What follows belongs to an exercise in optimizing a design on an open flow for small area, a short achievable clock period and few clock cycles; a production flow would make more cautious choices.
Function was checked by simulation only, so behaviour that the tests miss may differ from the original.

==> design/flow/design.v <==
module LCD_CTRL(
    input clk, cmd_valid, reset,
    input [3:0] cmd,
    input [7:0] IROM_Q,
    output IRAM_valid, IROM_rd, busy, done,
    output [5:0] IROM_A,
    output [5:0] IRAM_A,
    output [7:0] IRAM_D
);
    reg [3:0] status;
    reg [6:0] datAddr;
    reg [6:0] wrAddr;
    reg [7:0] dat [63:0];
    reg _ramVaild, _romRD, _busy, _done;
    reg [2:0] _x, _y;
    assign IRAM_valid = _ramVaild;
    assign IROM_rd = _romRD;
    assign busy = _busy;
    assign done = _done;
    assign IROM_A = datAddr[5:0];
    assign IRAM_A = wrAddr[5:0];
    assign IRAM_D = dat[0];
    integer idx;
    parameter WR = 4'h0, UP = 4'h1, DOWN = 4'h2, LEFT = 4'h3, RIGHT = 4'h4,
        MAX = 4'h5, MIN = 4'h6, AVG = 4'h7, CCWR = 4'h8, CWR = 4'h9, 
        MX = 4'hA, MY = 4'hB, RD = 4'hC, RCMD = 4'hD, TRANS = 4'hE;
    wire [7:0] max, min;
    wire [7:0] dat1, dat2, dat3, dat4;
    wire [9:0] total;
    wire [7:0] average;
    reg [63:0] rowA, rowB;
    integer r, c;
    always @(*) begin
        rowA = 64'd0;
        rowB = 64'd0;
        for (r = 0; r < 7; r = r + 1)
            if (_y == r)
                for (c = 0; c < 8; c = c + 1) begin
                    rowA[c * 8 +: 8] = dat[r * 8 + c];
                    rowB[c * 8 +: 8] = dat[r * 8 + 8 + c];
                end
    end
    assign dat1 = rowA[{_x, 3'b000} +: 8];
    assign dat2 = rowA[{_x + 3'd1, 3'b000} +: 8];
    assign dat3 = rowB[{_x, 3'b000} +: 8];
    assign dat4 = rowB[{_x + 3'd1, 3'b000} +: 8];
    reg [7:0] new1, new2, new3, new4;
    always @(*) begin
        new1 = dat1; new2 = dat2; new3 = dat3; new4 = dat4;
        case (status)
            MAX: begin new1 = max; new2 = max; new3 = max; new4 = max; end
            MIN: begin new1 = min; new2 = min; new3 = min; new4 = min; end
            AVG: begin new1 = average; new2 = average; new3 = average; new4 = average; end
            CCWR: begin new1 = dat2; new2 = dat4; new3 = dat1; new4 = dat3; end
            CWR: begin new1 = dat3; new2 = dat1; new3 = dat4; new4 = dat2; end
            MX: begin new1 = dat3; new2 = dat4; new3 = dat1; new4 = dat2; end
            MY: begin new1 = dat2; new2 = dat1; new3 = dat4; new4 = dat3; end
            default: ;
        endcase
    end
    assign max = (dat1 > dat2) ? ((dat1 > dat3) ? (dat1 > dat4 ? dat1 : dat4) : (dat3 > dat4 ? dat3 : dat4)) : (dat2 > dat3 ? (dat2 > dat4 ? dat2 : dat4) : (dat3 > dat4 ? dat3 : dat4));
    assign min = (dat1 < dat2) ? ((dat1 < dat3) ? (dat1 < dat4 ? dat1 : dat4) : (dat3 < dat4 ? dat3 : dat4)) : (dat2 < dat3 ? (dat2 < dat4 ? dat2 : dat4) : (dat3 < dat4 ? dat3 : dat4));
    assign total = dat1 + dat2 + dat3 + dat4;
    assign average = total >> 2;
    always @(posedge clk, posedge reset) begin
        if (reset) begin
            datAddr <= 7'd0;
            status <= 4'hC;
            _romRD <= 1'b1;
            _busy <= 1'b1;
            _y <= 3'd3;
            _x <= 3'd3;
        end else begin
            case(status)
                WR: begin
                    _busy <= (wrAddr[6] & !wrAddr[0]) ? 1'b0 : 1'b1;
                end
                UP: begin
                    if (_y == 3'd0) begin
                        _y <= 3'd0;
                    end else begin
                        _y <= _y - 1;
                    end
                    status <= TRANS;
                end
                DOWN: begin
                    if (_y == 3'd6) begin
                        _y <= 3'd6;
                    end else begin
                        _y <= _y + 1;
                    end
                    status <= TRANS;
                end
                LEFT: begin
                    if (_x == 3'd0) begin
                        _x <= 3'd0;
                    end else begin
                        _x <= _x - 1;
                    end
                    status <= TRANS;
                end
                RIGHT: begin
                    if (_x == 3'd6) begin
                        _x <= 3'd6;
                    end else begin
                        _x <= _x + 1;
                    end
                    status <= TRANS;
                end
                RD: begin
                    if (datAddr == 7'd63) begin
                        status <= RCMD;
                        _busy <= 1'b0;
                        _romRD <= 1'b0;
                    end else begin
                        datAddr <= datAddr + 1;
                    end
                end
                RCMD: begin
                    status <= (cmd_valid) ? cmd : status;
                    _busy <= cmd_valid;
                end
                TRANS: begin
                    status <= RCMD;
                    _busy <= 1'b0;
                end
                default: status <= TRANS;
            endcase
        end
    end
    always @(posedge clk, posedge reset) begin
        if (reset) begin
            for (idx = 63; idx >= 0; idx = idx - 1) begin
                dat[idx] <= 0;
            end
            wrAddr <= 7'd65;
            _done <= 1'b0;
            _ramVaild <= 1'b0;
        end else begin
            case(status)
                WR: begin
                    if (wrAddr[6] & wrAddr[0]) begin
                        wrAddr <= 7'd0;
                        _ramVaild <= 1'b1;
                    end else if (wrAddr[6]) begin
                        _done <= 1'b1;
                        _ramVaild <= 1'b0;
                    end else begin
                        dat[63] <= dat[0];
                        for (idx = 63; idx > 0; idx = idx - 1) begin
                            dat[idx - 1] <= dat[idx];
                        end
                        wrAddr <= wrAddr + 1;
                    end
                end
                MAX, MIN, AVG, CCWR, CWR, MX, MY: begin
                    for (idx = 0; idx < 64; idx = idx + 1) begin
                        if (idx[5:3] == _y && idx[2:0] == _x) dat[idx] <= new1;
                        if (idx[5:3] == _y && idx[2:0] == _x + 3'd1) dat[idx] <= new2;
                        if (idx[5:3] == _y + 3'd1 && idx[2:0] == _x) dat[idx] <= new3;
                        if (idx[5:3] == _y + 3'd1 && idx[2:0] == _x + 3'd1) dat[idx] <= new4;
                    end
                end
                RD: begin
                    for (idx = 63; idx > 0; idx = idx - 1) begin
                        dat[idx - 1] <= dat[idx];
                    end
                    dat[63] <= IROM_Q;
                end
            endcase
        end
    end
endmodule
==> design/flow/run.sh <==
#!/bin/bash
# synth_recipe.tcl (not shown) runs the flow's synth.tcl, then flattens the netlist and writes it again
# the make line also repeats each setting of config.mk as NAME=value (left out here)
make -C /OpenROAD-flow-scripts/flow DESIGN_CONFIG=/design/flow/config.mk WORK_HOME=/design/flow/orfs CLKGATE_MAP_FILE= SYNTH_SCRIPT=/design/flow/synth_recipe.tcl finish
==> design/flow/config.mk <==
export PLATFORM = sky130hd
export DESIGN_NAME = LCD_CTRL
export DESIGN_NICKNAME = LCD_CTRL
export VERILOG_FILES = /design/flow/design.v
export SDC_FILE = /design/flow/constraint.sdc
export NUM_CORES = 8
export LEC_CHECK = 0
export CAP_MARGIN = 20
export CORE_MARGIN = 2
export CORE_UTILIZATION = 30
export SLEW_MARGIN = 20
==> design/flow/constraint.sdc <==
create_clock -name core_clock -period 10.0 [get_ports {clk}]
set_input_delay 2.0000 -clock core_clock [delete_from_list [all_inputs] [get_ports {clk}]]
set_output_delay 2.0000 -clock core_clock [all_outputs]
set_load 0.01 [all_outputs]
==> out/qor.txt, run 1 <==
dominant combinational cell family by area after synthesis -> compound AO/OA/AOI/OAI gates
fin nets -> 8146
Synth Cell Area -> 57900 um^2
TritonRoute pass-1 iters -> 10
gr usage total -> 45.4%
Worst path slowest cell -> o22ai_4
CTS tree -> built
CTS Buffer Depth -> 3
routed via count -> 78600
slowest stage delay, CP -> 0.96 ns
Hold Path End -> _romRD
Final Worst Setup Slack -> 0.432 ns
Starting Density -> 30.1%
syn nets -> 8468
main flop type after synthesis -> dfrtp_1
min cycle time layout -> 9.57 ns
kind of critical path -> reg -> reg
Yosys reg bits -> 540
fmax -> 0.105 GHz
simple-gate portion of the synthesized area -> 21.4%
vias in the first global route -> 69500
fraction of registers with async set or reset after synthesis -> 100%
Worst Hold Class -> reg -> reg
Reg2Reg Launch Point -> _y[0]
WP data arrival -> 10.14 ns
dpl cells -> 10500
post-detail-place hpwl -> 323000 um
clock slew at reported path FFs -> 0.06 ns
Compound-Gate Fraction of Synth Area -> 38.4%
top cell type by total area after synthesis -> dfrtp_1
Via density -> 7.36
Final Skew -> 0.0842 ns
period utilization -> 95.7%
relative slew slack -> 19.6%
cells on worst reg2reg path -> 25
setup slack, reg-to-reg -> 0.43 ns
Row Count -> 161
worst endpoint required time -> 10.57 ns
Final ANT Viol Nets -> 0
Num CTS Buffers -> 79
yosys warns -> 2
PortBufs -> 38
Hold Fails Final Rpt -> 0
PostCTS Resize Cnt -> 0
area grow syn2layout -> 12.8%
syn_area_per_cell -> 6.92 um^2
share of the synthesized area in the top cell type -> 22.9%
Crit. End Element -> register
die area -> 196000 um^2
pre-CTS worst setup slack -> 1.04 ns
Seq/Total Area, Yosys -> 23.4%
Num Clock Sinks -> 540
hold buffer count at cts -> 0
Placeable Area -> 192000 um^2
unrepaired setup endpoints after global routing -> no
Clk Latency, worst-skew pair -> 0.81 ns
DR WL/cell -> 43.6 um
# setup viols final -> 0
Remaining DRCs -> 0
CTS H-tree lvls -> 3
synth top area cells -> dfrtp_1 (23%), o21ai_0 (9.3%), a21oi_1 (9.1%)
outcome -> complete, no violations
worst slew pin tran -> 1.21 ns
Congestion Overflow GR -> 0
Root Driver -> clkbuf_16
RePlAce Congestion -> 1.09
drt total wl -> 466000 um
setup TNS -> 0 ns
first-pass GRT wire length -> 622000 um
Ports -> 39
Slew Viols, Final -> 0
worst hold path stage count -> 1
DRT iter0 DRCs -> 15500
Finished Layout Cells -> 10700
largest net degree at the start of global routing -> 163
initial antenna violation count -> 64
hold path start -> _romRD
die height -> 443 um
Max-Cap Viols -> 0
R2R Path End -> dat[35][5]
post-synthesis cell count -> 8361
post-synthesis adder-cell area fraction -> 2.16%
DIE WIDTH -> 443 um
CP max FO -> 47
share of post-route cells with drive strength above 1 -> 9.00%
postcts setup bufs -> 0
mux contribution to synthesized area -> 7.18%
Startpoint Class -> register
number of distinct library cells after synthesis -> 104
XOR/XNOR Fraction of Synth Area -> 0.288%
Post-synth EDFFs -> 0
-- through the flow --
stage | area (um^2) | hold WS [ns] | util, %
finish | 65300 | 0.458 | 34.0
floorplan | 57900 | 0.459 | -
global route | 65100 | 0.466 | 33.9
detailed placement | 62200 | 0.457 | 32.4
CTS | 65100 | 0.464 | 33.9
global placement | 62200 | 0.452 | 32.4
-- critical path, delay by kind of cell (launching register included) --
kind / cells / cell delay [ns]
AOI/OAI and AO/OA: 10 / 3.37
muxes: 4 / 1.61
buffers and inverters: 5 / 2.00
DFF: 1 / 0.59
adders and majority gates: 2 / 0.78
and+or+nand+nor: 4 / 0.63
-- Yosys cell counts, drive strengths merged, types with 53 or more instances --
master,n
a211oi,112
a21oi,1058
a221o,59
a221oi,133
a311oi,186
a31oi,142
and2,75
and3,53
buf,261
clkbuf,575
dfrtp,530
ha,80
inv,116
mux2i,289
nand2,1091
nand2b,53
nand3,233
nand3b,76
nor2,921
nor2b,77
nor3,107
o211ai,187
o21ai,1089
o22ai,112
o31ai,58
-- logic make-up (layout without fill, tap and decap cells) --
kind of cell,count (synthesis),after routing
other,0,62
AO/OA/AOI/OAI,3570,3570
AND/OR/NAND/NOR,2824,2824
flip-flops,540,540
XOR/XNOR,19,19
buffers and inverters,957,698
adder cells (fa/ha/maj),93,93
multiplexers,358,358
-- worst max path at each step --
stage,startpoint,end,slack [ns],cells past startpoint
final,_y[0],dat[35][5],0.43,25
after global routing,_y[0],dat[35][5],0.43,25
after CTS,_y[0],dat[17][5],0.98,27
after detailed placement,_y[0],dat[0][5],1.04,27
after global placement,_y[0],dat[11][5],0.90,24
after floorplan,reset,_done,0.66,1
-- cell usage in the layout (no fill, tap or decap), types with 21 or more instances in the layout --
cell             instances
a2111oi_0               21
a211oi_1               111
a21o_1                  33
a21oi_1               1054
a221o_1                 59
a221oi_1               132
a222oi_1                23
a22o_1                  36
a22oi_1                 49
a311oi_1               185
a31oi_1                136
a41oi_1                 23
and2_1                  69
and3_1                  53
buf_12                  78
buf_4                  314
clkbuf_16               80
clkdlybuf4s50_1         38
dfrtp_1                529
diode_2                 62
ha_1                    74
inv_1                  109
mux2_2                  26
mux2i_1                288
mux4_2                  43
nand2_1               1090
nand2b_1                52
nand3_1                231
nand3b_1                76
nand4_1                 31
nor2_1                 908
nor2b_1                 71
nor3_1                 103
o211ai_1               186
o21ai_0               1078
o221ai_1                51
o22ai_1                104
o31ai_1                 55
or3_1                   41
-- flip-flops by register name, indices dropped and copies added, names as in the netlist --
register   count
_done          1
_romRD         1
_y             3
_busy          1
_x             3
datAddr        7
dat          512
_ramVaild      1
status         4
wrAddr         7
-- final cells by class --
cell class	count	area (um^2)
flip-flops and latches	540	13500
diodes	62	155
repair buffers	433	4360
well taps	2526	3160
inverters	121	462
fillers	20600	127000
clock buffers	114	2300
multi-input cells	6864	40800
clock inverters	30	510
-- routing by layer --
layer	track usage, %	up-vias	part of all wire [%]
met1	55.3	37900	36
li1	-	30700	-
met5	0.733	-	0.087
met2	61.8	7842	39
met3	18.6	2247	15
met4	37.2	38	10
Testbench counts, summed over its fixed seeds: cycles 24,921.
==> run 2, diff against run 1 <==
==> design/flow/design.v (replaced) <==
module LCD_CTRL(
    input clk, cmd_valid, reset,
    input [3:0] cmd,
    input [7:0] IROM_Q,
    output IRAM_valid, IROM_rd, busy, done,
    output [5:0] IROM_A,
    output [5:0] IRAM_A,
    output [7:0] IRAM_D
);
    reg [2:0] r, c;           
    reg       busy_r, pend, wph, done_r, rom_rd, ram_v;
    reg [3:0] pcmd;           
    reg [5:0] rom_a, ram_a;
    reg [7:0] ram_d;
    reg [63:0] ld;            
    reg [7:0] pix [0:63];     
    assign busy = busy_r;
    assign done = done_r;
    assign IROM_rd = rom_rd;
    assign IROM_A = rom_a;
    assign IRAM_valid = ram_v;
    assign IRAM_A = ram_a;
    assign IRAM_D = ram_d;
    wire [1:0] ri1 = r[2:1];                  
    wire [1:0] ri0 = r[2:1] + {1'b0, r[0]};    
    wire [1:0] ci1 = c[2:1];
    wire [1:0] ci0 = c[2:1] + {1'b0, c[0]};
    wire [5:0] wa0 = {ri0, 1'b0, ci0, 1'b0};   
    wire [5:0] wa1 = {ri0, 1'b0, ci1, 1'b1};   
    wire [5:0] wa2 = {ri1, 1'b1, ci0, 1'b0};   
    wire [5:0] wa3 = {ri1, 1'b1, ci1, 1'b1};   
    wire [7:0] x0 = pix[wa0];
    wire [7:0] x1 = pix[wa1];
    wire [7:0] x2 = pix[wa2];
    wire [7:0] x3 = pix[wa3];
    wire l0 = ld[wa0], l1 = ld[wa1], l2 = ld[wa2], l3 = ld[wa3];
    wire wc = l0 & l1 & l2 & l3;              
    wire g01 = x0 >= x1, g02 = x0 >= x2, g03 = x0 >= x3;
    wire g12 = x1 >= x2, g13 = x1 >= x3, g23 = x2 >= x3;
    wire [7:0] vmax = ({8{ g01 &  g02 &  g03}} & x0) | ({8{~g01 &  g12 &  g13}} & x1) |
                      ({8{~g02 & ~g12 &  g23}} & x2) | ({8{~g03 & ~g13 & ~g23}} & x3);
    wire [7:0] vmin = ({8{~g01 & ~g02 & ~g03}} & x0) | ({8{ g01 & ~g12 & ~g13}} & x1) |
                      ({8{ g02 &  g12 & ~g23}} & x2) | ({8{ g03 &  g13 &  g23}} & x3);
    wire [9:0] sum = x0 + x1 + x2 + x3;
    wire [7:0] vavg = sum[9:2];
    wire       take = cmd_valid & ~busy_r;
    wire [3:0] opc = pend ? pcmd : cmd;
    wire       is_op = (cmd >= 4'd5);
    wire       opx = (pend | (take & is_op)) & wc;
    wire d = r[0] ^ c[0];
    function [7:0] newv;
        input [3:0] op;
        input       dd;
        input [7:0] rown, coln, mx, mn, av;
        begin
            case (op)
                4'd5: newv = mx;
                4'd6: newv = mn;
                4'd7: newv = av;
                4'd8: newv = dd ? rown : coln;    
                4'd9: newv = dd ? coln : rown;    
                4'd10: newv = rown;               
                default: newv = coln;             
            endcase
        end
    endfunction
    wire [7:0] n0 = newv(opc, d,  x2, x1, vmax, vmin, vavg);
    wire [7:0] n1 = newv(opc, ~d, x3, x0, vmax, vmin, vavg);
    wire [7:0] n2 = newv(opc, ~d, x0, x3, vmax, vmin, vavg);
    wire [7:0] n3 = newv(opc, d,  x1, x2, vmax, vmin, vavg);
    wire       land = rom_rd & ~wph;         
    integer k;
    always @(posedge clk) begin
        for (k = 0; k < 64; k = k + 1) begin
            if (opx && k == wa0) pix[k] <= n0;
            if (opx && k == wa1) pix[k] <= n1;
            if (opx && k == wa2) pix[k] <= n2;
            if (opx && k == wa3) pix[k] <= n3;
            if (land && k == rom_a) pix[k] <= IROM_Q;
        end
    end
    reg [2:0] rn, cn;
    always @(*) begin
        rn = r; cn = c;
        if (take) case (cmd)
            4'd1: if (r != 3'd0) rn = r - 3'd1;
            4'd2: if (r != 3'd6) rn = r + 3'd1;
            4'd3: if (c != 3'd0) cn = c - 3'd1;
            4'd4: if (c != 3'd6) cn = c + 3'd1;
            default: ;
        endcase
    end
    wire [63:0] ldn = ld | ({63'd0, land} << rom_a);
    wire [1:0] nri1 = rn[2:1], nri0 = rn[2:1] + {1'b0, rn[0]};
    wire [1:0] nci1 = cn[2:1], nci0 = cn[2:1] + {1'b0, cn[0]};
    wire [5:0] na0 = {nri0, 1'b0, nci0, 1'b0};
    wire [5:0] na1 = {nri0, 1'b0, nci1, 1'b1};
    wire [5:0] na2 = {nri1, 1'b1, nci0, 1'b0};
    wire [5:0] na3 = {nri1, 1'b1, nci1, 1'b1};
    wire m0 = ~ldn[na0], m1 = ~ldn[na1], m2 = ~ldn[na2], m3 = ~ldn[na3];
    wire [5:0] fa = m0 ? na0 : m1 ? na1 : m2 ? na2 : na3;
    wire [5:0] w = {r, c};
    wire       wlast = ram_v & (ram_a == 6'd63);
    wire       wgo = wph & ~done_r & ~wlast;
    reg  [7:0] wsel;
    reg        lsel;
    always @(*) begin
        case ({r[0], c[0]})
            2'b00: begin wsel = x0; lsel = l0; end
            2'b01: begin wsel = x1; lsel = l1; end
            2'b10: begin wsel = x2; lsel = l2; end
            default: begin wsel = x3; lsel = l3; end
        endcase
    end
    always @(posedge clk) begin
        if (wgo) begin
            ram_a <= w;
            ram_d <= lsel ? wsel : IROM_Q;
        end
    end
    always @(posedge clk, posedge reset) begin
        if (reset) begin
            r <= 3'd3;
            c <= 3'd3;
            busy_r <= 1'b0;
            pend <= 1'b0;
            pcmd <= 4'd0;
            wph <= 1'b0;
            done_r <= 1'b0;
            rom_rd <= 1'b0;
            rom_a <= 6'd0;
            ram_v <= 1'b0;
            ld <= 64'd0;
        end else begin
            ld <= ldn;
            if (wph) begin
                ram_v <= wgo;
                if (wlast) done_r <= 1'b1;
                if (wgo) begin
                    {r, c} <= w + 6'd1;
                    rom_a <= w + 6'd1;
                end
                rom_rd <= wgo;
            end else if (take && cmd == 4'd0) begin
                wph <= 1'b1;
                busy_r <= 1'b1;
                {r, c} <= 6'd0;
                rom_a <= 6'd0;
                rom_rd <= 1'b1;
            end else begin
                r <= rn;
                c <= cn;
                rom_rd <= m0 | m1 | m2 | m3;
                rom_a <= fa;
                if (pend) begin
                    if (wc) begin
                        pend <= 1'b0;
                        busy_r <= 1'b0;
                    end
                end else if (take && is_op && !wc) begin
                    pend <= 1'b1;
                    pcmd <= cmd;
                    busy_r <= 1'b1;
                end
            end
        end
    end
endmodule
==> run 2 against run 1 <==
Hold slack improved by 0.017 ns. Via count down 62%. Non-clock buffer count shrank 218.
==> out/qor.txt, run 2 <==
Crit. End Element -> register (unchanged)
Via density -> 5.88 (was 7.36)
CTS Buffer Depth -> 3 (unchanged)
initial antenna violation count -> 0 (was 64)
Yosys reg bits -> 612 (was 540)
FILL cells -> 12000 (was 20600)
Reg2Reg Launch Point -> c[1] (was _y[0])
area grow syn2layout -> 12.5% (was 12.8%)
Row Count -> 127 (was 161)
Startpoint Class -> register (unchanged)
Worst Setup SP -> c[1] (was _y[0])
number of distinct library cells after synthesis -> 98 (was 104)
Synth Cell Area -> 36300 um^2 (was 57900 um^2)
syn_area_per_cell -> 10.5 um^2 (was 6.92 um^2)
Placeable Area -> 120000 um^2 (was 192000 um^2)
synth top area cells -> edfxtp_1 (43%), mux2_2 (6.8%), o21ai_0 (6.3%) (was dfrtp_1 (23%), o21ai_0 (9.3%), a21oi_1 (9.1%))
worst slew pin tran -> 1.24 ns (was 1.21 ns)
CTS H-tree lvls -> 3 (unchanged)
DR WL/cell -> 27.8 um (was 43.6 um)
Max-Cap Viols -> 0 (unchanged)
setup slack, reg-to-reg -> 1.59 ns (was 0.43 ns)
first-pass GRT wire length -> 205000 um (was 622000 um)
PortBufs -> 38 (unchanged)
Clk Latency, worst-skew pair -> 0.65 ns (was 0.81 ns)
fin nets -> 3551 (was 8146)
Final Skew -> 0.0325 ns (was 0.0842 ns)
Post-synth EDFFs -> 526 (was 0)
Final ANT Viol Nets -> 0 (unchanged)
Largest register FFs -> 512 (unchanged)
Num CTS Buffers -> 70 (was 79)
most frequent cells in the layout -> edfxtp_1 (526), nand2_1 (499), o21ai_0 (449), mux2_2 (220), buf_4 (173) (was nand2_1 (1090), o21ai_0 (1078), a21oi_1 (1054), nor2_1 (908), dfrtp_1 (529))
Num Clock Sinks -> 612 (was 540)
period utilization -> 84.1% (was 95.7%)
yosys warns -> 2 (unchanged)
Hold Fails Final Rpt -> 0 (unchanged)
WP data arrival -> 8.74 ns (was 10.14 ns)
post-synthesis cell count -> 3471 (was 8361)
DIE WIDTH -> 352 um (was 443 um)
Worst Setup EP -> pix[54][7] (was dat[35][5])
unrepaired setup endpoints after global routing -> no (unchanged)
WHS -> 0.475 ns (was 0.458 ns)
hold buffer count at cts -> 0 (unchanged)
# setup viols final -> 0 (unchanged)
cells on worst reg2reg path -> 24 (was 25)
Slew Viols, Final -> 0 (unchanged)
main flop type after synthesis -> edfxtp_1 (was dfrtp_1)
TritonRoute pass-1 iters -> 6 (was 10)
Ports -> 39 (unchanged)
most flop-heavy register -> pix (was dat)
share of post-route cells with drive strength above 1 -> 19.4% (was 9.00%)
Root Driver -> clkbuf_16 (unchanged)
die height -> 352 um (was 443 um)
fraction of registers with async set or reset after synthesis -> 14.1% (was 100%)
drt total wl -> 142000 um (was 466000 um)
syn nets -> 3579 (was 8468)
setup TNS -> 0 ns (unchanged)
gr usage total -> 22.2% (was 45.4%)
Top Registers -> pix (512), ld (64), ram_d (8) (was dat (512), datAddr (7), wrAddr (7))
fmax -> 0.119 GHz (was 0.105 GHz)
R2R Path End -> pix[54][7] (was dat[35][5])
share of the synthesized area in the top cell type -> 43.5% (was 22.9%)
PostCTS Resize Cnt -> 0 (unchanged)
Congestion Overflow GR -> 0 (unchanged)
diodes inserted -> 0 (was 62)
Starting Density -> 30.3% (was 30.1%)
CTS tree -> built (unchanged)
commonest non-fill, non-tap cell in the layout -> edfxtp_1 (was nand2_1)
die area -> 124000 um^2 (was 196000 um^2)
Worst Hold Class -> reg -> reg (unchanged)
clock slew at reported path FFs -> 0.06 ns (about the same)
min cycle time layout -> 8.41 ns (was 9.57 ns)
routed via count -> 30000 (was 78600)
DRT iter0 DRCs -> 4503 (was 15500)
relative slew slack -> 17.5% (was 19.6%)
RePlAce Congestion -> 0.985 (was 1.09)
synth cell count leaders -> edfxtp_1 (526), nand2_1 (499), o21ai_0 (454) (was nand2_1 (1091), o21ai_0 (1078), a21oi_1 (1058))
worst endpoint required time -> 10.33 ns (was 10.57 ns)
vias in the first global route -> 28500 (was 69500)
largest net degree at the start of global routing -> 70 (was 163)
kind of critical path -> reg -> reg (unchanged)
Seq/Total Area, Yosys -> 49.4% (was 23.4%)
top cell type by total area after synthesis -> edfxtp_1 (was dfrtp_1)
Remaining DRCs -> 0 (unchanged)
count leader, synth -> edfxtp_1 (was nand2_1)
CP max FO -> 41 (was 47)
outcome -> complete, no violations (unchanged)
post-detail-place hpwl -> 93500 um (was 323000 um)
postcts setup bufs -> 0 (unchanged)
## run 2: cells by family after synthesis
group	Yosys count	share of synthesized area [%]
compound gates	999	17.3
mux	336	11.3
simple gates	1037	13.3
buf+inv	379	4.67
xor+xnor	15	0.475
fa+ha+maj	93	3.53
flops	612	49.4
## run 2: metrics by stage
step / cells / utilization [%] / area, um^2 / setup WS, ns
3_3_place_gp: 4977 / 32.2 / 38700 / 1.80
3_5_place_dp: 4980 / 32.3 / 38700 / 1.81
2_1_floorplan: 3471 / - / 36300 / 3.23
6_report: 5110 / 34.1 / 40900 / 1.59
4_1_cts: 5107 / 34.0 / 40800 / 1.79
5_1_grt: 5110 / 34.1 / 40900 / 1.27
## run 2: cell type report
class	count	area, um^2	share of cell area (%)
sequential	612	18000	43.9
clock inverter	22	158	0.386
tap	1612	2020	4.93
clock buffer	105	1940	4.76
multi-input combinational	2480	16900	41.3
inverter	64	243	0.594
timing repair buffer	215	1690	4.14
## run 2: routing by layer
metal / wire length [um] / global-route usage (%)
met3: 14700 / 4.47
met1: 57300 / 30.2
met2: 63300 / 34.2
met4: 6810 / 9.44
met5: 0 / 0
## run 2: critical path: stages, from the launching register on
cell and delay (ns):
dfstp_4 0.93, inv_1 0.18, ha_4 0.66, buf_4 0.37, mux2_2 0.36, a22oi_1 0.14, nor3_1 0.07, a2111oi_1 0.84
a21oi_1 0.16, buf_4 0.23, fa_1 0.48, inv_1 0.05, fa_1 0.47, inv_1 0.06, fa_1 0.41, a21oi_1 0.21
o21bai_1 0.14, a211oi_1 0.26, nor2_1 0.09, o21a_1 0.17, o21ai_0 0.25, o2111ai_1 0.22, nor2_1 0.26, a22o_1 0.81
o21ai_0 0.20
## run 2: worst min-delay path by stage
stage / start / endpoint / slack [ns] / depth (start not counted)
detailed placement: ld[54] / ld[54] / 0.46 / 1
global route: ld[23] / ld[23] / 0.49 / 1
floorplan: c[2] / ram_a[2] / 0.43 / 0
CTS: ld[54] / ld[54] / 0.48 / 1
finish: ld[23] / ld[23] / 0.48 / 1
global placement: ld[55] / ld[55] / 0.46 / 1
Testbench counts of run 2, summed over its fixed seeds: cycles 11,473.

## re-timing with driven ports
The results above use ideal ports. As a check the final layouts listed here were re-extracted and re-timed, cells and wires unchanged.
Step 1 assumes that a clkbuf_16 drives the clock port and a buf_2 every other input.
Step 2 times the ports against the registers' clock, not the clock port: input delays grow and output delays shrink by t, the midpoint of the rising clock arrivals with the driver on.
a / b / c = no drivers / after step 1 / after step 2; a / b = the first two.
| run | t, ns | slack for setup (ns) | hold WS [ns] |
|---|---|---|---|
| run 1 | 0.854 | 0.432 / 0.432 / 0.432 | 0.458 / 0.458 / 0.458 |
| run 2 | 0.706 | 1.591 / 1.591 / 1.591 | 0.475 / 0.475 / 0.475 |
After both steps every run listed still meets setup and hold.
